What follows belongs to an exercise in optimizing a design on an open flow for small area; a production flow would make more cautious choices.
In this exercise RTL edits were held to simulation tests only and were not proved equivalent to the original.

==> 06-16: inputs <==
## rx_fullsuma_error_top
module rx_fullsuma_error_top(
	input [31:0] rx_data,
	input rx_clk,
	input reset,
	input trans_en,
	output reg tx_serial,
	output reg led_3c,
	input aligned,
	input [3:0] rx_k
);
==> flow/config.mk <==
export PLATFORM = sky130hd
export DESIGN_NAME = rx_fullsuma_error_top
export DESIGN_NICKNAME = rx_fullsuma_error_top
export VERILOG_FILES = /design/flow/design.v
export SDC_FILE = /design/flow/constraint.sdc
export NUM_CORES = 4
export LEC_CHECK = 0
export CAP_MARGIN = 0
export CORE_MARGIN = 2
export CORE_UTILIZATION = 60
export PLACE_DENSITY = 0.7
export SLEW_MARGIN = 0
export SYNTH_HIERARCHICAL = 1
==> flow/constraint.sdc <==
create_clock -name core_clock -period 7.0 [get_ports {rx_clk}]
set_input_delay 1.4000 -clock core_clock [delete_from_list [all_inputs] [get_ports {rx_clk}]]
set_output_delay 1.4000 -clock core_clock [all_outputs]
set_load 0.01 [all_outputs]
standard.sh (not shown) runs the stock make flow with config.mk's settings and CLKGATE_MAP_FILE= SYNTH_SCRIPT=/design/flow/synth_recipe.tcl, a recipe that flattens the netlist after the stock synthesis.
==> flow/flow/run.sh <==
#!/bin/bash
# The standard layout (standard.sh), with two changes:
# - the port buffers are the smallest buffer cell, buf_1, instead of the resizer's pick;
# - clock tree synthesis clusters sinks more coarsely and adds no dummy loads.
# make's output goes to make_finish.log here; ORFS keeps each step's log under orfs/logs.
set -euo pipefail
bash standard.sh \
  "BUFFER_PORTS_ARGS=-buffer_cell sky130_fd_sc_hd__buf_1" \
  "CTS_ARGS=-sink_clustering_enable -repair_clock_nets -sink_clustering_size 30 -sink_clustering_max_diameter 200 -buf_list sky130_fd_sc_hd__clkbuf_8 -dont_use_dummy_load" \
  finish > make_finish.log 2>&1
==> inputs of 05-24, as changes to 06-16 <==
--- a/flow/design.v
+++ b/flow/design.v
@@ -50,20 +50,22 @@
 bc0 u_xl0 (.d(rx_data[0]), .o(o[0]), .ns(nlow_dc), .x(x[0]));
 bc0n u_xl1 (.d(rx_data[1]), .on(on[1]), .s(low_dc), .x(x[1]));
 bc1n u_xl2 (.d(rx_data[2]), .on(on[2]), .ns(nlow_dc), .x(x[2]));
 bc1n u_xl3 (.d(rx_data[3]), .on(on[3]), .ns(nlow_dc), .x(x[3]));
 bc1n u_xl4 (.d(rx_data[4]), .on(on[4]), .ns(nlow_dc), .x(x[4]));
 bc0n u_xl5 (.d(rx_data[5]), .on(on[5]), .s(low_dc), .x(x[5]));
 bc1n u_xl6 (.d(rx_data[6]), .on(on[6]), .ns(nlow_dc), .x(x[6]));
-bc1 u_xl7 (.d(rx_data[7]), .o(o[7]), .s(low_dc), .x(x[7]));
+wire xl7n; bnor u_xln7 (.a(o[7]), .b(low_dc), .y(xl7n)); bxn2 u_xl7 (.a(rx_data[7]), .b(xl7n), .y(x[7]));
 generate for (gi = 8; gi < 28; gi = gi + 1) begin : g_xm
 	bcm u_x (.d(rx_data[gi]), .o(o[gi]), .c(cw[gi - 8]), .s(low_dc), .x(x[gi]));
 end endgenerate
+wire [31:28] xhn;
 generate for (gi = 28; gi < 32; gi = gi + 1) begin : g_xh
-	bcg u_x (.d(rx_data[gi]), .o(o[gi]), .ns(nlow_dc), .x(x[gi]));
+	bxn2 u_n (.a(rx_data[gi]), .b(o[gi]), .y(xhn[gi]));
+	bnor u_x (.a(xhn[gi]), .b(low_dc), .y(x[gi]));
 end endgenerate
 wire [19:0] crc_upd;
 wire [4:0] pc;
 wire [153:0] cx;
 bx2 u_cx0 (.a(rx_data[23]), .b(cw[11]), .y(cx[0]));
 bx2 u_cx1 (.a(rx_data[12]), .b(cw[0]), .y(cx[1]));
 bx2 u_cx2 (.a(rx_data[11]), .b(cx[0]), .y(cx[2]));
@@ -405,14 +407,17 @@
 endmodule
 module bc0(input d, input o, input ns, output x);
 	assign x = d ^ (ns & o);
 endmodule
 module bcg(input d, input o, input ns, output x);
 	assign x = ns & (d ^ o);
 endmodule
+module bnor(input a, input b, output y);
+	assign y = ~(a | b);
+endmodule
 module band(input a, input b, output y);
 	assign y = a & b;
 endmodule
 module bor(input a, input b, output y);
 	assign y = a | b;
 endmodule
 module bsel1(input set, input a, input an, input x, input y, output d);
==> results.txt <==
- Against 06-16, the first-iteration DRC count of 05-24 is lower by about 23%.
- Between 05-24 and 06-16, the lower fmax is in 05-24 (gap 1.6%, measured against 06-16).
- In 06-16 the via count is lower than in 05-24, by about 0.3%.

[static timing again, ports no longer ideal]
The results above use ideal ports. As a check the final layouts listed here were re-extracted and re-timed, cells and wires unchanged.
Step 1 (the two cells are an assumption about what drives the block):
set clk [get_ports {rx_clk}]
set_driving_cell -lib_cell sky130_fd_sc_hd__clkbuf_16 $clk
set_driving_cell -lib_cell sky130_fd_sc_hd__buf_2 [delete_from_list [all_inputs] $clk]
Step 2 adds t to the input delays and takes it off the output delays; t is the mean of the earliest and latest rising clock arrival at the registers after step 1. Input paths then give back, and output paths get back, about the clock's delay inside the block.
Slacks: ideal / step 1 / step 2; pairs: ideal / step 1.
run | t, ns | setup slack, ns | hold WS [ns] | pins driven straight from the clock port
06-16 | 0.359 | 0.755 / 0.755 / 0.491 | 0.409 / 0.409 / 0.409 | 1
05-24 | 0.363 | 0.654 / 0.654 / 0.526 | 0.400 / 0.400 / 0.400 | 1
After both steps every run listed still meets setup and hold. For 06-16, which loses most, drivers alone change the setup slack by 0.000 ns; drivers and shift together by -0.264 ns.
